This is an optimization exercise on Yosys and OpenROAD, whose aim is small area, a short achievable clock period and few clock cycles, not a production implementation. Only simulation tests tie the RTL to the original design; equivalence was not proved. Power and IR drop assume default switching activity.

==> design/flow/run.sh <==
#!/bin/bash
# synth_recipe.tcl (not shown) runs the flow's synth.tcl, then flattens the netlist and writes it again
# the make line also repeats each setting of config.mk as NAME=value (left out here)
make -C /OpenROAD-flow-scripts/flow DESIGN_CONFIG=/design/flow/config.mk WORK_HOME=/design/flow/orfs CLKGATE_MAP_FILE= SYNTH_SCRIPT=/design/flow/synth_recipe.tcl finish
==> design/flow/config.mk <==
export PLATFORM = sky130hd
export DESIGN_NAME = matmul
export DESIGN_NICKNAME = matmul
export VERILOG_FILES = /design/flow/design.v
export SDC_FILE = /design/flow/constraint.sdc
export NUM_CORES = 4
export LEC_CHECK = 0
export CAP_MARGIN = 20
export CORE_MARGIN = 2
export CORE_UTILIZATION = 60
export CTS_CLUSTER_DIAMETER = 80
export CTS_CLUSTER_SIZE = 30
export SETUP_SLACK_MARGIN = 2.6
export SLEW_MARGIN = 20
==> design/flow/constraint.sdc <==
create_clock -name core_clock -period 5.0 [get_ports {clk_i}]
set_input_delay 1.0000 -clock core_clock [delete_from_list [all_inputs] [get_ports {clk_i}]]
set_output_delay 1.0000 -clock core_clock [all_outputs]
set_load 0.01 [all_outputs]
==> design/flow/design.v <==
`resetall
`timescale 1ns/10ps
module pe (clk_i, bc, ns, bcol, c, x, y);
  input clk_i;
  input [23:0] bc;      
  input [4:0] ns;       
  input [15:0] bcol;    
  input [15:0] c;       
  output reg [15:0] x, y;
  wire w1 = (bc[0] & bcol[0]) ^ bc[2];
  wire w2 = ((bc[0] & bcol[1]) | (bc[1] & bcol[0])) ^ bc[2];
  wire w3 = ((bc[0] & bcol[2]) | (bc[1] & bcol[1])) ^ bc[2];
  wire w4 = ((bc[0] & bcol[3]) | (bc[1] & bcol[2])) ^ bc[2];
  wire w5 = ((bc[0] | bc[1]) & bcol[3]) ^ bc[2];
  wire w6 = ~w5;
  wire w7 = (bc[3] & bcol[0]) ^ bc[5];
  wire w8 = ((bc[3] & bcol[1]) | (bc[4] & bcol[0])) ^ bc[5];
  wire w9 = ((bc[3] & bcol[2]) | (bc[4] & bcol[1])) ^ bc[5];
  wire w10 = ((bc[3] & bcol[3]) | (bc[4] & bcol[2])) ^ bc[5];
  wire w11 = ((bc[3] | bc[4]) & bcol[3]) ^ bc[5];
  wire w12 = ~w11;
  wire w13 = (bc[6] & bcol[4]) ^ bc[8];
  wire w14 = ((bc[6] & bcol[5]) | (bc[7] & bcol[4])) ^ bc[8];
  wire w15 = ((bc[6] & bcol[6]) | (bc[7] & bcol[5])) ^ bc[8];
  wire w16 = ((bc[6] & bcol[7]) | (bc[7] & bcol[6])) ^ bc[8];
  wire w17 = ((bc[6] | bc[7]) & bcol[7]) ^ bc[8];
  wire w18 = ~w17;
  wire w19 = (bc[9] & bcol[4]) ^ bc[11];
  wire w20 = ((bc[9] & bcol[5]) | (bc[10] & bcol[4])) ^ bc[11];
  wire w21 = ((bc[9] & bcol[6]) | (bc[10] & bcol[5])) ^ bc[11];
  wire w22 = ((bc[9] & bcol[7]) | (bc[10] & bcol[6])) ^ bc[11];
  wire w23 = ((bc[9] | bc[10]) & bcol[7]) ^ bc[11];
  wire w24 = ~w23;
  wire w25 = (bc[12] & bcol[8]) ^ bc[14];
  wire w26 = ((bc[12] & bcol[9]) | (bc[13] & bcol[8])) ^ bc[14];
  wire w27 = ((bc[12] & bcol[10]) | (bc[13] & bcol[9])) ^ bc[14];
  wire w28 = ((bc[12] & bcol[11]) | (bc[13] & bcol[10])) ^ bc[14];
  wire w29 = ((bc[12] | bc[13]) & bcol[11]) ^ bc[14];
  wire w30 = ~w29;
  wire w31 = (bc[15] & bcol[8]) ^ bc[17];
  wire w32 = ((bc[15] & bcol[9]) | (bc[16] & bcol[8])) ^ bc[17];
  wire w33 = ((bc[15] & bcol[10]) | (bc[16] & bcol[9])) ^ bc[17];
  wire w34 = ((bc[15] & bcol[11]) | (bc[16] & bcol[10])) ^ bc[17];
  wire w35 = ((bc[15] | bc[16]) & bcol[11]) ^ bc[17];
  wire w36 = ~w35;
  wire w37 = (bc[18] & bcol[12]) ^ bc[20];
  wire w38 = ((bc[18] & bcol[13]) | (bc[19] & bcol[12])) ^ bc[20];
  wire w39 = ((bc[18] & bcol[14]) | (bc[19] & bcol[13])) ^ bc[20];
  wire w40 = ((bc[18] & bcol[15]) | (bc[19] & bcol[14])) ^ bc[20];
  wire w41 = ((bc[18] | bc[19]) & bcol[15]) ^ bc[20];
  wire w42 = ~w41;
  wire w43 = (bc[21] & bcol[12]) ^ bc[23];
  wire w44 = ((bc[21] & bcol[13]) | (bc[22] & bcol[12])) ^ bc[23];
  wire w45 = ((bc[21] & bcol[14]) | (bc[22] & bcol[13])) ^ bc[23];
  wire w46 = ((bc[21] & bcol[15]) | (bc[22] & bcol[14])) ^ bc[23];
  wire w47 = ((bc[21] | bc[22]) & bcol[15]) ^ bc[23];
  wire w48 = ~w47;
  wire w49 = w3 ^ w7 ^ w15;
  wire w50 = (w3 & w7) | (w3 & w15) | (w7 & w15);
  wire w51 = w19 ^ w27;
  wire w52 = w19 & w27;
  wire w53 = w4 ^ w8 ^ w16;
  wire w54 = (w4 & w8) | (w4 & w16) | (w8 & w16);
  wire w55 = w20 ^ w28 ^ w32;
  wire w56 = (w20 & w28) | (w20 & w32) | (w28 & w32);
  wire w57 = w40 ^ w44;
  wire w58 = w40 & w44;
  wire w59 = w5 ^ w9 ^ w17;
  wire w60 = (w5 & w9) | (w5 & w17) | (w9 & w17);
  wire w61 = w21 ^ w29 ^ w33;
  wire w62 = (w21 & w29) | (w21 & w33) | (w29 & w33);
  wire w63 = w41 ^ w45 ^ ns[4];
  wire w64 = (w41 & w45) | (w41 & ns[4]) | (w45 & ns[4]);
  wire w65 = w6 ^ w10 ^ w18;
  wire w66 = (w6 & w10) | (w6 & w18) | (w10 & w18);
  wire w67 = w22 ^ w30 ^ w34;
  wire w68 = (w22 & w30) | (w22 & w34) | (w30 & w34);
  wire w69 = w42 ^ w46;
  wire w70 = w42 & w46;
  wire w71 = w11 ^ w23;
  wire w72 = w11 & w23;
  wire w73 = w1 ^ w13;
  wire w74 = w1 & w13;
  wire w75 = w2 ^ w14 ^ w26;
  wire w76 = (w2 & w14) | (w2 & w26) | (w14 & w26);
  wire w77 = w49 ^ w51 ^ w31;
  wire w78 = (w49 & w51) | (w49 & w31) | (w51 & w31);
  wire w79 = w39 ^ w43;
  wire w80 = w39 & w43;
  wire w81 = w53 ^ w55 ^ w57;
  wire w82 = (w53 & w55) | (w53 & w57) | (w55 & w57);
  wire w83 = ns[3] ^ w50 ^ w52;
  wire w84 = (ns[3] & w50) | (ns[3] & w52) | (w50 & w52);
  wire w85 = w59 ^ w61 ^ w63;
  wire w86 = (w59 & w61) | (w59 & w63) | (w61 & w63);
  wire w87 = w54 ^ w56 ^ w58;
  wire w88 = (w54 & w56) | (w54 & w58) | (w56 & w58);
  wire w89 = w65 ^ w67 ^ w69;
  wire w90 = (w65 & w67) | (w65 & w69) | (w67 & w69);
  wire w91 = w60 ^ w62 ^ w64;
  wire w92 = (w60 & w62) | (w60 & w64) | (w62 & w64);
  wire w93 = w71 ^ w35 ^ w47;
  wire w94 = (w71 & w35) | (w71 & w47) | (w35 & w47);
  wire w95 = w66 ^ w68 ^ w70;
  wire w96 = (w66 & w68) | (w66 & w70) | (w68 & w70);
  wire w97 = w12 ^ w24 ^ w36;
  wire w98 = (w12 & w24) | (w12 & w36) | (w24 & w36);
  wire w99 = ~(w48 ^ w72);
  wire w100 = w48 | w72;
  reg m0;
  reg m1;
  reg m2;
  reg m3;
  reg m4;
  reg m5;
  reg m6;
  reg m7;
  reg m8;
  reg m9;
  reg m10;
  reg m11;
  reg m12;
  reg m13;
  reg m14;
  reg m15;
  reg m16;
  reg m17;
  reg m18;
  reg m19;
  reg m20;
  reg m21;
  reg m22;
  reg m23;
  reg m24;
  reg m25;
  reg m26;
  reg m27;
  reg m28;
  reg m29;
  reg m30;
  reg m31;
  reg m32;
  reg m33;
  always @(posedge clk_i) begin
    m0 <= w73;
    m1 <= w25;
    m2 <= w37;
    m3 <= ns[0];
    m4 <= w75;
    m5 <= w38;
    m6 <= ns[1];
    m7 <= w74;
    m8 <= w77;
    m9 <= w79;
    m10 <= ns[2];
    m11 <= w76;
    m12 <= w81;
    m13 <= w83;
    m14 <= w78;
    m15 <= w80;
    m16 <= w85;
    m17 <= w87;
    m18 <= w82;
    m19 <= w84;
    m20 <= w89;
    m21 <= w91;
    m22 <= w86;
    m23 <= w88;
    m24 <= w93;
    m25 <= w95;
    m26 <= w90;
    m27 <= w92;
    m28 <= w97;
    m29 <= w99;
    m30 <= w94;
    m31 <= w96;
    m32 <= w98;
    m33 <= w100;
  end
  wire w101 = m0 ^ m1;
  wire w102 = m0 & m1;
  wire w103 = m4 ^ m5 ^ m6;
  wire w104 = (m4 & m5) | (m4 & m6) | (m5 & m6);
  wire w105 = m8 ^ m9 ^ m10;
  wire w106 = (m8 & m9) | (m8 & m10) | (m9 & m10);
  wire w107 = m12 ^ m13 ^ m14;
  wire w108 = (m12 & m13) | (m12 & m14) | (m13 & m14);
  wire w109 = m16 ^ m17 ^ m18;
  wire w110 = (m16 & m17) | (m16 & m18) | (m17 & m18);
  wire w111 = m20 ^ m21 ^ m22;
  wire w112 = (m20 & m21) | (m20 & m22) | (m21 & m22);
  wire w113 = m24 ^ m25 ^ m26;
  wire w114 = (m24 & m25) | (m24 & m26) | (m25 & m26);
  wire w115 = m28 ^ m29 ^ m30;
  wire w116 = (m28 & m29) | (m28 & m30) | (m29 & m30);
  wire w117 = ~m32;
  wire w118 = w101 ^ m2;
  wire w119 = w101 & m2;
  wire w120 = w103 ^ m7 ^ w102;
  wire w121 = (w103 & m7) | (w103 & w102) | (m7 & w102);
  wire w122 = w105 ^ m11 ^ w104;
  wire w123 = (w105 & m11) | (w105 & w104) | (m11 & w104);
  wire w124 = w107 ^ m15 ^ w106;
  wire w125 = (w107 & m15) | (w107 & w106) | (m15 & w106);
  wire w126 = w109 ^ m19 ^ w108;
  wire w127 = (w109 & m19) | (w109 & w108) | (m19 & w108);
  wire w128 = w111 ^ m23 ^ w110;
  wire w129 = (w111 & m23) | (w111 & w110) | (m23 & w110);
  wire w130 = w113 ^ m27 ^ w112;
  wire w131 = (w113 & m27) | (w113 & w112) | (m27 & w112);
  wire w132 = w115 ^ m31 ^ w114;
  wire w133 = (w115 & m31) | (w115 & w114) | (m31 & w114);
  wire w134 = w117 ^ m33 ^ w116;
  wire w135 = (w117 & m33) | (w117 & w116) | (m33 & w116);
  wire w136 = w118 ^ m3 ^ c[0];
  wire w137 = (w118 & m3) | (w118 & c[0]) | (m3 & c[0]);
  wire w138 = w120 ^ w119 ^ c[1];
  wire w139 = (w120 & w119) | (w120 & c[1]) | (w119 & c[1]);
  wire w140 = w122 ^ w121 ^ c[2];
  wire w141 = (w122 & w121) | (w122 & c[2]) | (w121 & c[2]);
  wire w142 = w124 ^ w123 ^ c[3];
  wire w143 = (w124 & w123) | (w124 & c[3]) | (w123 & c[3]);
  wire w144 = w126 ^ w125 ^ c[4];
  wire w145 = (w126 & w125) | (w126 & c[4]) | (w125 & c[4]);
  wire w146 = w128 ^ w127 ^ c[5];
  wire w147 = (w128 & w127) | (w128 & c[5]) | (w127 & c[5]);
  wire w148 = w130 ^ w129 ^ c[6];
  wire w149 = (w130 & w129) | (w130 & c[6]) | (w129 & c[6]);
  wire w150 = w132 ^ w131 ^ c[7];
  wire w151 = (w132 & w131) | (w132 & c[7]) | (w131 & c[7]);
  wire w152 = w134 ^ w133 ^ c[8];
  wire w153 = (w134 & w133) | (w134 & c[8]) | (w133 & c[8]);
  wire w154 = m32 ^ w135 ^ c[9];
  wire w155 = (m32 & w135) | (m32 & c[9]) | (w135 & c[9]);
  wire w156 = ~c[10];
  wire w157 = ~c[11];
  wire w158 = ~c[12];
  wire w159 = ~c[13];
  wire w160 = ~c[14];
  wire w161 = ~c[15];
  always @(posedge clk_i) begin
    x <= {w161, w160, w159, w158, w157, w156, w154, w152, w150, w148, w146, w144, w142, w140, w138, w136};
    y <= {c[14], c[13], c[12], c[11], c[10], w155, w153, w151, w149, w147, w145, w143, w141, w139, w137, 1'b0};
  end
endmodule
`resetall
`timescale 1ns/10ps
module matmul #(parameter BUS_WIDTH = 16, parameter DATA_WIDTH = 4, parameter ADDR_WIDTH = 32, parameter SP_NTARGETS = 4) (
  clk_i, rst_ni, psel_i, penable_i, pwrite_i, pstrb_i, pwdata_i, paddr_i,
  pready_o, pslverr_o, prdata_o, busy_o, done_o);
  input clk_i, rst_ni, psel_i, penable_i, pwrite_i;
  input [3:0] pstrb_i;
  input [15:0] pwdata_i;
  input [31:0] paddr_i;
  output reg pready_o, pslverr_o;
  output reg [15:0] prdata_o;
  output reg busy_o, done_o;
  reg        rst_q;             
  reg [4:0]  typ;               
  reg [15:0] rs_oh;             
  reg [3:0]  col_oh;            
  reg [3:0]  arp;               
  reg [3:0]  awp;               
  reg        arok, brok;        
  reg [3:0]  alane, blane;      
  reg [3:1]  hit;               
  reg [15:0] wd_q;
  reg [3:0]  ph;                
  wire [3:0] rsn = {paddr_i[3:2], paddr_i[8:7]} + ph + 4'd1;
  wire [1:0] ph0 = ph[1:0];
  always @(posedge clk_i)
    if (!rst_ni) ph <= 4'd0;
    else         ph <= ph + 4'd1;
  reg [15:1] ctl;
  reg [3:0]  valid;             
  reg [3:0]  nb;                
  reg        nbacc;             
  reg [15:0] flags;
  reg        wr_act;            
  reg [3:0]  cnt;               
  reg [1:0]  dly;
  reg        slowop;
  wire       lastw = wr_act & (cnt == 4'd15);         
  wire [3:0] vnx   = valid | ({3'd0, lastw} << ctl[3:2]);
  wire       nbacc_n;                                  
  wire [3:0] nbx   = lastw ? (nb & ~(4'b0001 << ctl[3:2])) | ({3'd0, nbacc_n} << ctl[3:2]) : nb;
  wire       bsn   = busy_o & ~done_o;                 
  wire       sd_p  = pwdata_i[13:8] == ctl[13:8];
  wire       near_p = pwdata_i[1] & vnx[pwdata_i[5:4]] & nbx[pwdata_i[5:4]];
  wire       cz_p  = ~(pwdata_i[1] & vnx[pwdata_i[5:4]]);
  reg        okq, errq, stq, nearq, sfq, sgq;
  always @(posedge clk_i) begin
    rst_q  <= ~rst_ni;
    typ    <= paddr_i[4] ? 5'b10000 : (5'b00001 << paddr_i[3:2]);
    rs_oh  <= (16'd1 << rsn) & {16{paddr_i[4] & vnx[paddr_i[3:2]]}};    
    col_oh <= 4'd1 << paddr_i[6:5];
    arp    <= 4'd1 << (paddr_i[6:5] + ph0 + 2'd1);
    awp    <= 4'd1 << (paddr_i[6:5] + ph0 + 2'd2);
    arok   <= paddr_i[6:5] <= ctl[9:8];
    brok   <= paddr_i[6:5] <= ctl[11:10];
    alane  <= pstrb_i & {ctl[11:10] == 2'd3, ctl[11:10] >= 2'd2, ctl[11:10] != 2'd0, 1'b1};
    blane  <= pstrb_i & {ctl[13:12] == 2'd3, ctl[13:12] >= 2'd2, ctl[13:12] != 2'd0, 1'b1};
    wd_q   <= pwdata_i;
    okq    <= pwrite_i & (|pstrb_i) & ~bsn;
    errq   <= pwrite_i & (~(|pstrb_i) | bsn);
    stq    <= pwrite_i & (|pstrb_i) & ~bsn & (paddr_i[4:2] == 3'b000) & pwdata_i[0];
    nearq  <= near_p;
    sfq    <= sd_p & ~near_p & cz_p & ~hit[2];
    sgq    <= sd_p & ~near_p & ~(cz_p & ~hit[2]);
  end
  wire acc     = psel_i & penable_i;
  wire wr_ok   = acc & okq;
  wire ctl_wr  = wr_ok & typ[0];
  wire a_wr    = wr_ok & typ[1];
  wire b_wr    = wr_ok & typ[2];
  wire start   = acc & stq;
  wire near    = nearq;
  wire start_f = start & sfq;
  wire start_g = start & sgq;
  wire [1:0] n = ctl[9:8];
  wire [1:0] k = ctl[11:10];
  wire [1:0] m = ctl[13:12];
  wire [1:0] nn = wd_q[9:8];       
  wire [1:0] kn = wd_q[11:10];
  wire [1:0] mn = wd_q[13:12];
  always @(posedge clk_i) begin
    pready_o <= psel_i & rst_ni;
    if (!rst_ni) begin
      pslverr_o <= 1'b0;
      wr_act <= 1'b0; cnt <= 4'd0; dly <= 2'd0; slowop <= 1'b0;
      busy_o <= 1'b0; done_o <= 1'b0;
    end else begin
      if (acc & errq) pslverr_o <= 1'b1;
      done_o <= wr_act & (cnt == 4'd14);
      if (start) busy_o <= 1'b1;
      else if (done_o) busy_o <= 1'b0;
      if (start) begin
        if (start_f) begin wr_act <= 1'b1; cnt <= 4'd13; end
        else if (start_g) begin wr_act <= 1'b1; cnt <= 4'd12; end
        else begin dly <= 2'd3; slowop <= near; end
      end else begin
        if (dly != 2'd0) begin
          dly <= dly - 2'd1;
          if (dly == 2'd1) begin wr_act <= 1'b1; cnt <= {~slowop, ~slowop, 2'b00}; end
        end
        if (wr_act) begin
          cnt <= cnt + 4'd1;
          if (cnt == 4'd15) wr_act <= 1'b0;
        end
      end
    end
  end
  always @(posedge clk_i)
    if (rst_q) ctl <= 15'd0;
    else if (ctl_wr) ctl <= wd_q[15:1];
  reg [63:0] Ar, Bm;
  genvar gr, gj;
  generate
    for (gr = 0; gr < 4; gr = gr + 1) begin : g_row
      wire [1:0] rin = gr - 1 - ph0;    
      for (gj = 0; gj < 4; gj = gj + 1) begin : g_col
        always @(posedge clk_i) begin
          if (rst_q)
            Ar[16*gr+4*gj +: 4] <= 4'd0;
          else if (a_wr && awp[gr] && alane[gj] && arok)
            Ar[16*gr+4*gj +: 4] <= wd_q[4*gj +: 4];
          else if (ctl_wr && (rin > nn || gj > kn))
            Ar[16*gr+4*gj +: 4] <= 4'd0;
          else
            Ar[16*gr+4*gj +: 4] <= Ar[16*((gr+3)%4)+4*gj +: 4];
        end
        always @(posedge clk_i) begin
          if (rst_q)
            Bm[16*gr+4*gj +: 4] <= 4'd0;
          else if (b_wr && col_oh[gr] && blane[gj] && brok)
            Bm[16*gr+4*gj +: 4] <= wd_q[4*gj +: 4];
          else if (ctl_wr && (gr > kn || gj > mn))
            Bm[16*gr+4*gj +: 4] <= 4'd0;
        end
      end
    end
  endgenerate
  reg [1:0] q3;
  always @(posedge clk_i) begin
    if (!rst_ni)          q3 <= 2'd3;
    else if (start)       q3 <= {~near, ~near};
    else if (wr_act)      q3 <= (cnt <= 4'd11) ? cnt[3:2] + 2'd1 : 2'd3;
    else if (dly != 2'd0) q3 <= {~slowop, ~slowop};
    else                  q3 <= 2'd3;
  end
  wire [15:0] arow = Ar[15:0];
  wire [15:0] arm  = {arow[15:12] & {4{q3 == 2'd3}}, arow[11:8] & {4{q3[1]}},
                      arow[7:4] & {4{q3 != 2'd0}}, arow[3:0]};
  reg [23:0] bc;     
  reg [4:0]  ns;     
  wire [23:0] bcn;
  genvar gq, gk;
  generate
    for (gq = 0; gq < 4; gq = gq + 1) begin : g_enc
      wire [4:0] x = {arm[4*gq +: 4], 1'b0};
      for (gk = 0; gk < 2; gk = gk + 1) begin : g_dig
        wire b0 = x[2*gk], b1 = x[2*gk+1], b2 = x[2*gk+2];
        assign bcn[6*gq+3*gk]   = b1 ^ b0;                                
        assign bcn[6*gq+3*gk+1] = (b2 & ~b1 & ~b0) | (~b2 & b1 & b0);     
        assign bcn[6*gq+3*gk+2] = b2 & ~(b1 & b0);                        
      end
    end
  endgenerate
  wire [2:0] n0 = bcn[2] + bcn[8] + bcn[14] + bcn[20];
  wire [2:0] n1 = bcn[5] + bcn[11] + bcn[17] + bcn[23];
  always @(posedge clk_i) begin
    bc <= bcn;
    ns <= {n1, 2'b00} + {2'b00, n0};
  end
  always @(posedge clk_i)
    hit <= {hit[2:1], a_wr & awp[1] & arok & (|alane)};
  reg [1023:0] ring;    
  wire [1:0] wt_s = ctl_wr ? wd_q[3:2] : (busy_o & ~done_o) ? ctl[3:2] : pwdata_i[3:2];
  wire [3:0] ph1 = ph + 4'd1;
  reg  [3:0] wpo;
  always @(posedge clk_i)
    wpo <= 4'b0001 << (wt_s + ph1[3:2] + 2'd1);
  wire [1:0] rc  = ~ph[1:0];               
  wire       wen = (wr_act & (cnt[3:2] == 2'd3)) | start_f;
  wire [1:0] rt_s  = ctl_wr ? wd_q[5:4] : (busy_o & ~done_o) ? ctl[5:4] : pwdata_i[5:4];
  wire       md_s  = ctl_wr ? wd_q[1]   : (busy_o & ~done_o) ? ctl[1]   :
                     pwdata_i[1] & psel_i & ~penable_i;
  wire [3:0] ph2   = ph + 4'd2;
  reg  [3:0] cseq;                                    
  always @(posedge clk_i)
    cseq <= (4'b0001 << (rt_s + ph2[3:2])) & {4{md_s & vnx[rt_s] & ~rst_q}};
  wire [3:0] cse   = cseq;
  wire [63:0] cin = (ring[64*2 +: 64] & {64{cse[0]}}) | (ring[64*6 +: 64] & {64{cse[1]}}) |
                    (ring[64*10 +: 64] & {64{cse[2]}}) | (ring[64*14 +: 64] & {64{cse[3]}});
  wire [63:0] xs, ys;
  reg  [7:0]  cs;    
  genvar gc;
  generate
    for (gc = 0; gc < 4; gc = gc + 1) begin : g_dot
      pe u_pe (.clk_i(clk_i), .bc(bc), .ns(ns),
               .bcol({Bm[48+4*gc +: 4], Bm[32+4*gc +: 4], Bm[16+4*gc +: 4], Bm[4*gc +: 4]}),
               .c(cin[16*gc +: 16]), .x(xs[16*gc +: 16]), .y(ys[16*gc +: 16]));
      always @(posedge clk_i)
        cs[2*gc +: 2] <= {cin[16*gc+15], cin[16*gc+15] ^ cin[16*gc+14]};
    end
  endgenerate
  wire [63:0] res;
  wire [3:0]  ovf;
  generate
    for (gc = 0; gc < 4; gc = gc + 1) begin : g_acc
      wire [15:0] r;
      add16 u_add (.a(xs[16*gc +: 16]), .b(ys[16*gc +: 16]), .s(r));
      assign res[16*gc +: 16] = r;
      assign ovf[gc] = (cs[2*gc+1] ^ r[15]) & cs[2*gc];
    end
  endgenerate
  genvar gs;
  generate
    for (gs = 0; gs < 16; gs = gs + 1) begin : g_ring
      if (gs % 4 == 0) begin : g_wp
        always @(posedge clk_i)
          if (wen && wpo[gs / 4]) ring[64*gs +: 64] <= res;
          else ring[64*gs +: 64] <= ring[64*((gs + 15) % 16) +: 64];
      end else begin : g_sh
        always @(posedge clk_i) ring[64*gs +: 64] <= ring[64*(gs - 1) +: 64];
      end
    end
  endgenerate
  reg [3:0]  ovq;
  reg [3:0]  ovrow;              
  wire [15:0] ovf16 = {{4{ovrow[3]}} & ovq, {4{ovrow[2]}} & ovq, {4{ovrow[1]}} & ovq, {4{ovrow[0]}} & ovq};
  wire       nbr = cs[0] | cs[2] | cs[4] | cs[6];
  assign nbacc_n = nbacc | nbr;
  always @(posedge clk_i) begin
    ovq   <= ovf;
    ovrow <= (wr_act | start_f) ? 4'b0001 << rc : 4'b0000;
    if (rst_q) begin
      valid <= 4'd0;
      nb    <= 4'd0;
      nbacc <= 1'b0;
      flags <= 16'd0;
      ovrow <= 4'b0000;
    end else begin
      if (start) flags <= 16'd0;
      else flags <= flags | ovf16;
      if (start_f) nbacc <= nbr;
      else if (wen) nbacc <= (cnt[1:0] != 2'd0 && nbacc) || nbr;
      if (lastw) begin
        valid[ctl[3:2]] <= 1'b1;
        nb[ctl[3:2]]    <= nbacc | nbr;
      end
    end
  end
  reg [15:0] rel;
  integer is, ic;
  always @(*) begin
    rel = 16'd0;
    for (is = 0; is < 16; is = is + 1)
      for (ic = 0; ic < 4; ic = ic + 1)
        rel = rel | (ring[64*is+16*ic +: 16] & {16{rs_oh[is] & col_oh[ic]}});
  end
  wire [15:0] ard = (Ar[15:0] & {16{arp[0]}}) | (Ar[31:16] & {16{arp[1]}}) |
                    (Ar[47:32] & {16{arp[2]}}) | (Ar[63:48] & {16{arp[3]}});
  wire [15:0] brd = (Bm[15:0] & {16{col_oh[0]}}) | (Bm[31:16] & {16{col_oh[1]}}) |
                    (Bm[47:32] & {16{col_oh[2]}}) | (Bm[63:48] & {16{col_oh[3]}});
  always @(posedge clk_i)
    prdata_o <= ({ctl, 1'b0} & {16{typ[0]}}) | (ard & {16{typ[1]}}) | (brd & {16{typ[2]}}) |
                ((flags | ovf16) & {16{typ[3]}}) | rel;
endmodule
module add16 (a, b, s);
  input  [15:0] a, b;
  output [15:0] s;
  wire [15:0] g0 = a & b;
  wire [15:0] p0 = a ^ b;
  wire [15:0] g1, p1, g2, p2, g3, p3, g4, p4;
  genvar i;
  generate
    for (i = 0; i < 16; i = i + 1) begin : g_l
      if (i % 2 == 1) begin : g_a1
        assign g1[i] = g0[i] | (p0[i] & g0[i-1]);
        assign p1[i] = p0[i] & p0[i-1];
      end else begin : g_b1
        assign g1[i] = g0[i];
        assign p1[i] = p0[i];
      end
      if (i % 4 >= 2) begin : g_a2
        assign g2[i] = g1[i] | (p1[i] & g1[i - i % 4 + 1]);
        assign p2[i] = p1[i] & p1[i - i % 4 + 1];
      end else begin : g_b2
        assign g2[i] = g1[i];
        assign p2[i] = p1[i];
      end
      if (i % 8 >= 4) begin : g_a3
        assign g3[i] = g2[i] | (p2[i] & g2[i - i % 8 + 3]);
        assign p3[i] = p2[i] & p2[i - i % 8 + 3];
      end else begin : g_b3
        assign g3[i] = g2[i];
        assign p3[i] = p2[i];
      end
      if (i % 16 >= 8) begin : g_a4
        assign g4[i] = g3[i] | (p3[i] & g3[7]);
        assign p4[i] = p3[i] & p3[7];
      end else begin : g_b4
        assign g4[i] = g3[i];
        assign p4[i] = p3[i];
      end
    end
  endgenerate
  assign s = p0 ^ {g4[14:0], 1'b0};
endmodule
==> notes.md, run 1 <==
The flow ran to the end and the layout has no timing, DRC or antenna violations. The number of cell instances on the worst register-to-register path is 5. Traced cell by cell, the critical path runs through buf_4, a22oi_1, o22ai_1, nor3_1, nand4_1. For hold timing, the worst endpoint is g_dot[3].u_pe.m10. The average via count per standard cell came out at 6.64. The TritonCTS clock tree is yes. The largest buffer count on any clock path is 3.

In this run the critical register-to-register path is captured at prdata_o[8]. The number of different library cells used by synthesis comes to 71. The share of layout cells above drive strength 1 came out at 0.0914. The number of hold violations in the final report is 0. The total number of placement rows came out at 114.

The post-synthesis average cell area is 10.6 sq um. The first detailed-routing pass took 7 iterations. The number of violations of the max-capacitance limit came out at 0. The worst vdd rail ir drop came out at 0.313 mV. For this run, the number of Yosys warnings is 2. STA classifies the critical path endpoint as a flip-flop. The worst setup slack after placement came out at 1.23 ns. Clock tree synthesis inserted a total of 61 buffers. For this block, the initial DRC count from the detailed router was 6668. The maximum net fanout on the critical path is 35. For the worst setup path, the data required time is 5.65 ns. Leaving out fill and tap cells, the most frequent cell in the layout is dfxtp_1. On the final layout, the worst hold slack is 0.336 ns.

For this run, the register share of the synthesized area comes to 0.549. The slowest stage of the critical path is the dfxtp_4 cell. The worst hold path begins at ns[2]. After global routing the overflow that remains totals 0. The area share of the leading cell type in the synthesized netlist is 0.549. The finished layout cell area is 0.0635 sq mm. The power per unit of standard cell area came out at 315 mW/mm^2. The flop and latch count out of synthesis came out at 1596. The height of the chip came out at 316 microns. The worst max-slew margin expressed relative to the limit came out at 0.254. At the end of routability-driven placement, the weighted congestion stood at 0.952. The count of buffers from port buffering is 51. For this run, design rule violations remaining after detail routing come to 0.

The final layout net count is 5782. The worst register-to-register path begins at rs_oh[5]. CTS built an H-tree with a depth of 2.

The most used flip-flop cell after synthesis is dfxtp_1. The total detailed-routing wirelength came out at 213 mm. The number of stages on the worst hold path came out at 0. For this run, the top clock speed supported by timing is 408 MHz. The synthesized design spends more area on one cell type than any other, namely dfxtp_1. Sorting the synthesized cells by area gives the leading types as dfxtp_1 (55%), a22oi_1 (8.3%), fa_1 (6.6%), nand2_1 (3.0%), ha_1 (2.7%). The wire length per cell after detailed routing came out at 31.8 microns. The via total after detailed routing came out at 44600. The data arrival time of the critical path is 3.10 ns. The core area is 0.0964 sq mm. After clock tree synthesis, the clock-pin slew on the worst setup and hold paths is 0.11 ns. The post-cts hold buffer count is 0. The slack of the worst reg-to-reg path came out at 2.55 ns.

The initial utilization of the core area, before any placement, comes to 0.604. The count of flip-flops with a built-in enable after synthesis came out at 0. Measured on the finished design, the core utilization comes to 0.659. The overall routing resource usage came out at 0.417. The floorplan step defined a die boundary enclosing 0.0995 sq mm. The total clock sinks is 1596. For this run, the slowest stage of the critical path takes 0.87 ns. The initial antenna violation count came out at 17.

The number of nets handed over by synthesis was 5845. The die width is 316 microns. The count of final max-slew check failures is 0. The global-route wire length before repair came out at 299 mm. STA classifies the critical path startpoint as a flip-flop.

The measured slew at the worst slew-check pin came out at 1.12 ns. The worst path needs 2.45 ns of the cycle, external delays included. The netlist area before placement is 0.0582 sq mm. Setup repair after global routing could not meet its margin everywhere. Once detail routing completed, the nets flagged for antenna violations numbered 0. The worst setup path is of the flip-flop to flip-flop kind.

The half-perimeter wire length after detailed placement is 137 mm. In the finished design, the share of the clock period the worst path needs comes to 0.490. The post-synthesis cell count is 5470. The buffer type at the clock tree root is clkbuf_16. The number of primary I/O pins came out at 77. The via count of the first global-routing pass came out at 42500. The leakage power came out at 24.4 nW. For the worst-skew pair, the clock arrives at the later sink with an insertion delay of 0.76 ns. The worst path setup slack after routing is 2.55 ns. Leaving out fill and tap cells, the most frequent cells in the layout are dfxtp_1 (1534), a22oi_1 (639), nand2_1 (465). Entering global routing, the biggest net connects 92 pins. The total negative slack for setup checks is 0 ns.

The relative area change from synthesis to final layout came out at 9.14%. The worst clock skew is 0.0363 ns. The total of endpoints with negative setup slack in the final report came out at 0. The path class of the tightest hold or removal check is flip-flop to flip-flop. The total cell area at the placement stage came out at 0.0599 sq mm. The fraction of registers with async set or reset after synthesis came out at 0.
critical path: cells and delay by family (launching register included):
kind	cells	cell delay (ns)
buf+inv	1	0.62
flops	1	0.87
simple gates	2	0.36
compound gates	2	0.44
per-layer routing:
metal / up-vias / part of all wire / GRT usage
li1: 19100 / - / -
met3: 684 / 0.13 / 0.114
met2: 2965 / 0.42 / 0.613
met4: 16 / 0.068 / 0.241
met5: - / 0.00053 / 0
met1: 21800 / 0.38 / 0.553
cells in the mapped netlist, types with 7 or more instances:
master    instances
a211oi_1         17
a21o_1           33
a21oi_1         164
a221oi_1         49
a222oi_1         58
a22o_1           80
a22oi_1         640
a31oi_1          29
a32oi_1          24
a41oi_1           9
and2_1           34
and3_1           29
buf_1            60
buf_2            16
clkbuf_1        266
dfxtp_1        1596
fa_1            191
ha_1            127
inv_1           309
mux2_2           67
mux2i_1          13
nand2_1         471
nand2b_1         14
nand3_1         147
nand4_1          49
nor2_1          222
nor2b_1          31
nor3_1           33
nor4_1           15
o211ai_1         11
o21a_1           16
o21ai_0         279
o21bai_1         11
o221ai_1          8
o22ai_1          19
o31ai_1           7
or4_1             8
xnor2_1         166
xor2_1           70
where the power goes:
part / switching, mW / internal [mW]
clock: 4.02 / 2.44
combinational: 0.384 / 0.185
sequential: 0.195 / 12.8
total: 4.60 / 15.4
worst max-delay path by stage:
stage / start / endpoint / slack, ns / cells past startpoint
after global placement: psel_i / ring[512] / 1.28 / 6
after detailed placement: psel_i / ring[525] / 1.23 / 7
final: rs_oh[5] / prdata_o[8] / 2.55 / 5
after floorplan: psel_i / wpo[2] / 2.40 / 10
after global routing: cnt[0] / rs_oh[2] / 2.52 / 7
after CTS: g_dot[1].u_pe.y[8] / ring[797] / 2.59 / 7
repair_timing:
| item | in CTS | in global routing |
|---|---|---|
| setup endpoints to repair | 490 | 243 |
| cloned | 2 | 1 |
| pin swaps | 21 | 25 |
| hold endpoints to repair | 0 | 0 |
| setup buffers | 36 | 37 |
| gates resized for setup | 159 | 79 |
cell type report:
cell class | instances | area [sq um]
multi-input cells | 3220 | 24400
clock inverters | 12 | 195
well taps | 1276 | 1600
inverters | 312 | 1180
clock buffers | 70 | 1600
flip-flops and latches | 1596 | 32100
diodes | 5 | 12.5
repair buffers | 216 | 2390
fillers | 7707 | 32900
registers in the layout, summed over array words and instances, names as in the netlist, 5 cells and up:
signal        count
ring           1024
Ar               64
Bm               64
g_dot.u_pe.x     64
g_dot.u_pe.y     60
bc               24
flags            16
prdata_o         16
rs_oh            16
wd_q             16
ctl              15
cs                8
ns                5
cells by family after synthesis:
| group | after synthesis | synth area share |
|---|---|---|
| AND/OR/NAND/NOR | 1081 | 0.0833 |
| XOR/XNOR | 236 | 0.0355 |
| buffers and inverters | 655 | 0.0427 |
| multiplexers | 80 | 0.0152 |
| AO/OA/AOI/OAI | 1504 | 0.182 |
| flip-flops | 1596 | 0.549 |
| adder cells (fa/ha/maj) | 318 | 0.0930 |
metrics by stage:
stage,total power [mW],std cells
after floorplan,13.5,5470
final,20.0,6707
after detailed placement,13.7,6544
after global routing,20.4,6702
after CTS,19.9,6664
after global placement,13.7,6543
Testbench counts, summed over its fixed seeds: cycles 16,898.
==> run 2: changes to the inputs <==
--- a/design/flow/design.v
+++ b/design/flow/design.v
@@ -289,6 +289,7 @@
   wire       near_p = pwdata_i[1] & vnx[pwdata_i[5:4]] & nbx[pwdata_i[5:4]];
   wire       cz_p  = ~(pwdata_i[1] & vnx[pwdata_i[5:4]]);
   reg        okq, errq, stq, nearq, sfq, sgq;
+  reg [3:0]  arowx, alanex, browx, blanex;
   always @(posedge clk_i) begin
     rst_q  <= ~rst_ni;
     typ    <= paddr_i[4] ? 5'b10000 : (5'b00001 << paddr_i[3:2]);
@@ -305,6 +306,11 @@
     errq   <= pwrite_i & (~(|pstrb_i) | bsn);
     stq    <= pwrite_i & (|pstrb_i) & ~bsn & (paddr_i[4:2] == 3'b000) & pwdata_i[0];
     nearq  <= near_p;
+    arowx  <= {2'd1 - ph0 > pwdata_i[9:8], 2'd0 - ph0 > pwdata_i[9:8],
+               2'd3 - ph0 > pwdata_i[9:8], 2'd2 - ph0 > pwdata_i[9:8]};
+    alanex <= {2'd3 > pwdata_i[11:10], 2'd2 > pwdata_i[11:10], 2'd1 > pwdata_i[11:10], 1'b0};
+    browx  <= {2'd3 > pwdata_i[11:10], 2'd2 > pwdata_i[11:10], 2'd1 > pwdata_i[11:10], 1'b0};
+    blanex <= {2'd3 > pwdata_i[13:12], 2'd2 > pwdata_i[13:12], 2'd1 > pwdata_i[13:12], 1'b0};
     sfq    <= sd_p & ~near_p & cz_p & ~hit[2];
     sgq    <= sd_p & ~near_p & ~(cz_p & ~hit[2]);
   end
@@ -357,14 +363,13 @@
   genvar gr, gj;
   generate
     for (gr = 0; gr < 4; gr = gr + 1) begin : g_row
-      wire [1:0] rin = gr - 1 - ph0;    
       for (gj = 0; gj < 4; gj = gj + 1) begin : g_col
         always @(posedge clk_i) begin
           if (rst_q)
             Ar[16*gr+4*gj +: 4] <= 4'd0;
           else if (a_wr && awp[gr] && alane[gj] && arok)
             Ar[16*gr+4*gj +: 4] <= wd_q[4*gj +: 4];
-          else if (ctl_wr && (rin > nn || gj > kn))
+          else if (ctl_wr && (arowx[gr] || alanex[gj]))
             Ar[16*gr+4*gj +: 4] <= 4'd0;
           else
             Ar[16*gr+4*gj +: 4] <= Ar[16*((gr+3)%4)+4*gj +: 4];
@@ -374,7 +379,7 @@
             Bm[16*gr+4*gj +: 4] <= 4'd0;
           else if (b_wr && col_oh[gr] && blane[gj] && brok)
             Bm[16*gr+4*gj +: 4] <= wd_q[4*gj +: 4];
-          else if (ctl_wr && (gr > kn || gj > mn))
+          else if (ctl_wr && (browx[gr] || blanex[gj]))
             Bm[16*gr+4*gj +: 4] <= 4'd0;
         end
       end
--- a/design/flow/config.mk
+++ b/design/flow/config.mk
@@ -10,5 +10,5 @@
 export CORE_UTILIZATION = 60
 export CTS_CLUSTER_DIAMETER = 80
 export CTS_CLUSTER_SIZE = 30
-export SETUP_SLACK_MARGIN = 2.6
+export SETUP_SLACK_MARGIN = 2.45
 export SLEW_MARGIN = 20
==> notes.md, run 2 <==
The run finished with no timing, DRC or antenna violations. The count of final max-slew check failures is 0 (unchanged). The violation count after the first detailed-routing iteration was 6281 (-5.8%).

The fraction of registers with async set or reset after synthesis came to 0 (unchanged). Routed signal wires occupy layers up through met5. The half-perimeter wire length after detailed placement came out at 134 mm (-2.3%). The worst setup path is captured at a flip-flop. The flip-flop count of the largest register after layout came out at 1024 (unchanged). The leakage power is 24.1 nW (-1.5%). The data arrival time of the critical path came out at 3.16 ns (+0.06 ns).

The post-route non-filler standard cell count was 6653 (-0.81%). The worst register-to-register path begins at col_oh[1]. The overall overflow remaining after global route is 0 (unchanged).

The count of distinct cell types in the synthesized netlist was 66 (-7.0%). The worst max-slew margin expressed relative to the limit came out at 0.209 (-0.0451). The area growth from synthesis to layout is 7.37%. The setup path with the least slack is of type flip-flop to flip-flop.

The count of flip-flops with a built-in enable after synthesis is 0 (unchanged). The post-synthesis average cell area is 10.6 sq um (about the same). The library cells used most frequently in the layout, excluding fill and tap cells, are dfxtp_1 (1557), a22oi_1 (629), nand2_1 (481). The total of endpoints with negative setup slack in the final report is 0 (unchanged). The remaining antenna violation count is 0 (unchanged). The total cell area at the placement stage is 0.0600 sq mm (+0.11%). The maximum number of pins on one net before global-route repair came out at 90 (-2.2%). The slack of the worst reg-to-reg path is 2.38 ns (-0.17 ns).

The most used flip-flop cell after synthesis is dfxtp_1. TritonCTS built the clock tree. The synthesized netlist net count came out at 5857 (+0.21%).

The H-tree depth reported by CTS was 2 (unchanged). The worst clock skew is 0.0303 ns (-0.00602 ns). The height of the chip came out at 316 microns (about the same). The average via count per standard cell is 6.64 (-0.10%). The final cycle utilization of the critical path came to 0.524 (+0.0338). The worst setup slack after placement is 1.18 ns (-0.0529 ns). The tree is rooted in a clkbuf_16. The main combinational cell family by area after synthesis is compound AO/OA/AOI/OAI gates. The power per unit of standard cell area came to 317 mW/mm^2 (+0.87%).

The wire length per cell after detailed routing is 31.1 microns (-2.2%). The worst hold path belongs to the class flip-flop to flip-flop. The placed cell count came out at 6546 (+0.031%). The post-route minimum period is 2.62 ns (+0.169 ns). The register clock-pin slew on the reported worst setup and hold paths is 0.11 ns (about the same). The number of cell instances on the worst register-to-register path came out at 4 (-1). The number of warning messages in the yosys log is 2 (unchanged). The netlist area before placement was 0.0583 sq mm (+0.17%). The multiplexer area fraction after synthesis is 0.0147 (-0.000540). The count of buffers from port buffering came to 51 (unchanged). The number of primary I/O pins came out at 77 (unchanged). The via total after detailed routing came out at 44200 (-0.90%). The required time of the worst setup path was 5.54 ns (-0.11 ns).

The number of violations of the max-capacitance limit is 0 (unchanged). The via count of the first global-routing pass was 42300 (-0.45%). The maximum net fanout on the critical path is 39 (+11%). The endpoint of the worst hold-timing path is g_dot[3].u_pe.m10. The measured slew at the worst slew-check pin came to 1.19 ns (+0.0677 ns). The largest buffer count on any clock path came out at 3 (unchanged).

The overall routing resource usage is 0.407 (-0.00985). Setup repair after global routing could not meet its margin everywhere. The post-synthesis cell count was 5482 (+0.22%). The finished layout cell area is 0.0626 sq mm (-1.5%). Of all cell types, the one taking the most synthesized area is dfxtp_1.

The total detailed-routing wirelength came out at 207 mm (-2.9%). The initial antenna violation count was 16 (-1). The area share of the leading cell type in the synthesized netlist is 0.551 (+0.00253). The die width is 316 microns (about the same). The final layout net count is 5735 (-0.81%).

The core area came out at 0.0966 sq mm (+0.15%). The final weighted congestion of routability-driven global placement is 0.955 (+0.35%). ring holds more flip-flops than any other register. The worst-skew pair later-pin latency is 0.77 ns (about the same). The worst path setup slack after routing came out at 2.38 ns (-0.169 ns). The adder and majority cell fraction of the synthesized area is 0.0928 (-0.000154).

The total die area is 0.0997 sq mm (+0.16%). The DRC violations left is 0 (unchanged). The sequential share of the synthesized area came out at 0.551 (+0.00253). The worst vdd rail ir drop came out at 0.283 mV (-9.8%). The detailed-routing wirelength on met1 is 79.7 mm (-1.6%). The complex-gate fraction of the synthesized area came out at 0.182 (about the same). The nature of the critical path startpoint is a flip-flop. The xor and xnor fraction of the mapped netlist area is 0.0332 (-0.00231). The first-pass iteration count of the detailed router is 10 (+3). The hold path startpoint is ns[2]. The most common cell in the synthesized netlist is dfxtp_1. The detailed-routed wire length on met3 came to 26.4 mm (-4.2%). The simple-gate share of the synthesized area came out at 0.0840 (+0.000678). The global-route wire length before repair was 293 mm (-1.9%).

The number of buffers inserted during clock tree synthesis came out at 61 (unchanged). The total negative slack for setup checks is 0 ns (unchanged). In the synthesized netlist, the cells that appear most often are dfxtp_1 (1606), a22oi_1 (629), nand2_1 (488), inv_1 (314), clkbuf_1 (280). The total number of placement rows came out at 114 (unchanged). The number of stages on the worst hold path came out at 0 (unchanged). The flop and latch count out of synthesis came out at 1606 (+0.63%).

Yosys attributes the largest share of cell area to dfxtp_1 (55%), a22oi_1 (8.1%), fa_1 (6.6%), nand2_1 (3.1%), ha_1 (2.7%). The endpoint of the lowest-slack register-to-register path is prdata_o[12]. The library cell used most frequently in the layout, excluding fill and tap cells, is dfxtp_1. The routed length on met2 came to 88.6 mm (-1.5%). The share of layout cells above drive strength 1 came to 0.0715 (-0.0200). The worst hold-check slack came out at 0.336 ns (+0.000499 ns). The initial core utilization came out at 0.604 (about the same).

The peak clock frequency supported by timing came out at 382 MHz (-6.4%). The total clock sinks is 1606 (+0.63%). The number of hold violations in the final report is 0 (unchanged).
[run 2: worst max-delay path by stage]
stage | from | to | slack [ns] | cells after the start
after floorplan | psel_i | wpo[2] | 2.44 | 9
after global placement | psel_i | cseq[2] | 1.31 | 8
after detailed placement | psel_i | cseq[2] | 1.18 | 8
after CTS | g_dot[2].u_pe.y[9] | ring[813] | 2.38 | 7
after global routing | col_oh[2] | prdata_o[2] | 2.38 | 7
final | col_oh[1] | prdata_o[12] | 2.38 | 4
[run 2: final cells by class]
type	count	area [sq um]
Multi-Input combinational cell	3221	24200
Fill cell	7811	34000
Inverter	316	1200
Clock buffer	67	1580
Timing Repair Buffer	154	1630
Tap cell	1276	1600
Antenna cell	3	7.51
Clock inverter	10	133
Sequential cell	1606	32300
[run 2: logic make-up (layout without fill, tap and decap cells)]
family | Yosys count | after routing
fa+ha+maj | 318 | 318
simple gates | 1103 | 1103
compound gates | 1502 | 1502
flops | 1606 | 1606
other cells | 0 | 3
buf+inv | 655 | 547
mux | 77 | 77
xor+xnor | 221 | 221
[run 2: through the flow]
step | utilization | power, mW
finish | 0.648 | 19.9
CTS | 0.645 | 19.8
global placement | 0.621 | 13.7
floorplan | - | 13.5
global route | 0.648 | 20.4
detailed placement | 0.621 | 13.8
[run 2: routing by layer]
metal  vias to the layer above  track usage
met5                         -            0
met4                        18        0.200
met3                       672        0.117
met2                      2940        0.612
met1                     21500        0.539
li1                      19100            -
[run 2: worst max-delay path: stages, from the launching register on]
cell,delay [ns]
dfxtp_4,0.49
buf_6,0.28
a222oi_1,1.02
o22a_1,0.30
nand4_1,0.27
[run 2: report_power, final]
group | internal [mW] | switching, mW | leakage, nW | total (mW)
sequential | 12.8 | 0.190 | 13.0 | 13.0
clock | 2.35 | 4.01 | 0.842 | 6.36
combinational | 0.152 | 0.332 | 10.3 | 0.484
[run 2: what timing repair did]
| action | in CTS | in global routing |
|---|---|---|
| resized for setup | 114 | 57 |
| hold buffers | 0 | 0 |
| setup endpoints to repair | 347 | 227 |
| setup buffers | 14 | 10 |
| cloned | 3 | 0 |
| pin swaps | 11 | 16 |
Testbench counts of run 2, summed over its fixed seeds: cycles 16,898.
==> run 3: changes to the inputs <==
--- a/design/flow/config.mk
+++ b/design/flow/config.mk
@@ -10,5 +10,5 @@
 export CORE_UTILIZATION = 60
 export CTS_CLUSTER_DIAMETER = 80
 export CTS_CLUSTER_SIZE = 30
-export SETUP_SLACK_MARGIN = 2.45
+export SETUP_SLACK_MARGIN = 2.6
 export SLEW_MARGIN = 20
==> notes.md, run 3 <==
The run finished with no timing, DRC or antenna violations. The via count of the first global-routing pass came to 42000 (-0.79%). The maximum net fanout on the critical path was 5 (-87%).

The endpoint of the worst hold-timing path is g_dot[3].u_pe.m6. The count of final max-slew check failures is 0 (unchanged). The number of buffers inserted during clock tree synthesis came out at 66 (+8.2%). The critical path is of the flip-flop to flip-flop type. The final weighted congestion of routability-driven global placement came to 0.937 (-1.8%). The count of distinct cell types in the synthesized netlist is 66 (unchanged). The average via count per standard cell came to 6.65 (+0.23%).

The maximum number of pins on one net before global-route repair is 80 (-11%). The peak clock frequency supported by timing came out at 386 MHz (+0.96%). Summed over all instances, the cell type with the most area after synthesis is dfxtp_1. The number of stages on the worst hold path came to 0 (unchanged). The flop and latch count out of synthesis came out at 1606 (unchanged).

The remaining antenna violation count was 0 (unchanged). Setup repair after global routing could not meet its margin everywhere. The worst clock skew is 0.0286 ns (-0.00176 ns). In this run the most critical hold path is launched from ns[1]. The post-synthesis average cell area was 10.6 sq um (unchanged).

STA classifies the critical path endpoint as a flip-flop. The required time of the worst setup path was 5.49 ns (-0.05 ns). Counting flops per register, the top entry is ring.

The post-synthesis cell count came out at 5482 (unchanged). The final layout net count is 5809 (+1.3%). The fraction of the core area covered by cells at the end of the flow was 0.661 (+0.0128). The total number of placement rows was 114 (unchanged). The wire length per cell after detailed routing was 31.5 microns (+1.4%). The initial core utilization came out at 0.604 (unchanged). The number of cell instances on the worst register-to-register path came out at 5 (+1).

The overall routing resource usage was 0.414 (+0.00734). The worst hold path belongs to the class flip-flop to flip-flop. The number of warning messages in the yosys log came out at 2 (unchanged). The sequential share of the synthesized area came out at 0.551 (unchanged).

The number of violations of the max-capacitance limit is 0 (unchanged). The nature of the critical path startpoint is a flip-flop. The fraction of registers with async set or reset after synthesis came out at 0 (unchanged). The critical path goes through buf_12, a222oi_1, nor2_1, nor4_1, nand3_1. The worst max-slew margin expressed relative to the limit came out at 0.201 (-0.00807). Sorting the synthesized cells by area gives the leading types as dfxtp_1 (55%), a22oi_1 (8.1%), fa_1 (6.6%), nand2_1 (3.1%), ha_1 (2.7%).

The first-pass iteration count of the detailed router came out at 10 (unchanged). The initial antenna violation count is 9 (-7). The worst-skew pair later-pin latency is 0.70 ns (-0.07 ns). The global-route wire length before repair came out at 297 mm (+1.5%). The total of endpoints with negative setup slack in the final report was 0 (unchanged). In the layout the commonest cells are dfxtp_1 (1540), a22oi_1 (628), nand2_1 (479). The netlist area before placement is 0.0583 sq mm (unchanged). The post-cts hold buffer count was 0 (unchanged).

From synthesis to final layout, the design area changed by 9.49%. The largest buffer count on any clock path is 3 (unchanged). The number of primary I/O pins is 77 (unchanged). The share of layout cells above drive strength 1 is 0.0968 (+0.0253). The half-perimeter wire length after detailed placement is 136 mm (+1.8%). The post-route minimum period came out at 2.59 ns (-0.0249 ns). The die width is 316 microns (unchanged). The slack of the worst reg-to-reg path came to 2.41 ns (+0.02 ns).

The violation count after the first detailed-routing iteration was 6618 (+5.4%). By instance count, the leading cell after synthesis is dfxtp_1. The count of flip-flops with a built-in enable after synthesis came out at 0 (unchanged). The H-tree depth reported by CTS was 3 (+1). The sum of buffers and inverters on the critical path came out at 1 (unchanged).

The total die area came out at 0.0997 sq mm (unchanged). The total clock sinks is 1606 (unchanged). The leakage power came out at 24.7 nW (+2.5%). The power per unit of standard cell area is 318 mW/mm^2 (+0.30%). The height of the chip is 316 microns (unchanged).

The total detailed-routing wirelength came out at 212 mm (+2.6%). The worst vdd rail ir drop is 0.294 mV (+4.0%). The total cell area at the placement stage came out at 0.0600 sq mm (about the same). TritonCTS built the clock tree. The core area is 0.0966 sq mm (unchanged). The flip-flop count of the largest register after layout came out at 1024 (unchanged). The worst register-to-register path begins at col_oh[1]. The number of hold violations in the final report came out at 0 (unchanged).

The count of buffers from port buffering came out at 51 (unchanged). The via total after detailed routing is 44800 (+1.4%). For this design, the slowest cell found on the critical path is a222oi_1.

The leading cell type in the layout, fill and taps excluded is dfxtp_1. The data arrival time of the critical path was 3.08 ns (-0.08 ns). The worst hold-check slack is 0.333 ns (-0.00366 ns). The finished layout cell area is 0.0639 sq mm (+2.0%). The overall overflow remaining after global route came out at 0 (unchanged). The final cycle utilization of the critical path came out at 0.519 (-0.00497). On the critical path the largest part of the delay comes from compound AO/OA/AOI/OAI gates. The register clock-pin slew on the reported worst setup and hold paths was 0.11 ns (about the same).

The total negative slack for setup checks was 0 ns (unchanged). The longest individual stage delay on the worst path is 1.00 ns (-0.02 ns). In this run the clock root is driven by a clkbuf_16. By count the netlist is led by dfxtp_1 (1606), a22oi_1 (629), nand2_1 (488), inv_1 (314), clkbuf_1 (280). The area share of the leading cell type in the synthesized netlist is 0.551 (unchanged). The DRC violations left came out at 0 (unchanged).

The leading register cell type out of synthesis is dfxtp_1. The endpoint of the lowest-slack register-to-register path is prdata_o[2]. The synthesized netlist net count is 5857 (unchanged).

The measured slew at the worst slew-check pin was 1.20 ns (+0.0121 ns).
## run 3: cell counts after synthesis
No cell type changed its count.
## run 3: per-stage QoR
stage	instances	power (mW)	setup slack, ns
floorplan	5482	13.5	2.48
global placement	6557	13.8	1.10
detailed placement	6557	13.8	1.09
CTS	6687	20.3	2.52
global route	6731	20.8	2.45
finish	6734	20.3	2.41
## run 3: area by class of cell
| class | instances | area [sq um] |
|---|---|---|
| diodes | 3 | 7.51 |
| clock buffers | 75 | 1770 |
| clock inverters | 14 | 173 |
| fillers | 7608 | 32700 |
| inverters | 316 | 1200 |
| multi-input cells | 3225 | 24500 |
| flip-flops and latches | 1606 | 32300 |
| well taps | 1276 | 1600 |
| repair buffers | 219 | 2280 |
## run 3: worst reg2reg max path, stage by stage, from the launching register on
cell	delay (ns)
dfxtp_4	0.41
buf_12	0.15
a222oi_1	1.00
nor2_1	0.18
nor4_1	0.36
nand3_1	0.29
## run 3: where the power goes
group / total (mW) / switching (mW) / leakage, nW / internal [mW]
Sequential: 13.0 / 0.187 / 13.0 / 12.8
Clock: 6.76 / 4.09 / 0.951 / 2.66
Combinational: 0.546 / 0.371 / 10.7 / 0.176
## run 3: logic make-up after synthesis
group | share of synthesized area
muxes | 0.0147
buffers and inverters | 0.0423
adders and majority gates | 0.0928
and+or+nand+nor | 0.0840
DFF | 0.551
xor gates and xnor gates | 0.0332
AOI/OAI and AO/OA | 0.182
## run 3: repair_timing
item	4_1_cts	5_1_grt
pin swaps	27	31
resized for setup	189	100
cloned	6	1
hold endpoints to repair	0	0
buffers inserted	35	43
setup endpoints to repair	506	224
## run 3: worst max path at each step
stage	start	endpoint	slack [ns]	depth (start not counted)
6_report	col_oh[1]	prdata_o[2]	2.41	5
5_1_grt	col_oh[3]	prdata_o[2]	2.45	5
4_1_cts	typ[2]	prdata_o[11]	2.52	5
3_5_place_dp	psel_i	ring[543]	1.09	7
3_3_place_gp	psel_i	ring[543]	1.10	7
2_1_floorplan	psel_i	wpo[2]	2.48	9
## run 3: per-layer routing
metal / global-route usage / up-vias / part of all wire
met5: 0 / - / 0.00013
met4: 0.207 / 4 / 0.063
met3: 0.115 / 680 / 0.13
met2: 0.620 / 3058 / 0.42
met1: 0.552 / 21800 / 0.38
li1: - / 19200 / -

==> what the ideal ports hide <==
The results above use ideal ports. As a check the final layouts listed here were re-extracted and re-timed, cells and wires unchanged.
Step 1: set_driving_cell puts a clkbuf_16 on clk_i and a buf_2 on each other input, an assumption about the parent block.
Step 2 moves the port delays by t, midway between the first and last clock arrival at a register: inputs arrive t later, outputs are due t later. That takes back most of the time a late clock gives input paths.
Three values: no drivers, after step 1, after step 2; two values: the first two.
run | t, ns | setup slack, ns | hold slack, ns | worst setup path at the end | worst data-port slew with drivers (ns)
run 1 | 0.816 | 2.550 / 2.550 / 1.870 | 0.336 / 0.336 / 0.336 | input to register | 0.04
run 2 | 0.824 | 2.381 / 2.381 / 1.923 | 0.336 / 0.336 / 0.336 | input to register | 0.04
run 3 | 0.756 | 2.406 / 2.406 / 2.019 | 0.333 / 0.333 / 0.333 | input to register | 0.04
After both steps setup and hold are still met in every run listed. For run 1, which loses most, drivers alone change the setup slack by 0.000 ns; drivers and shift together by -0.680 ns.
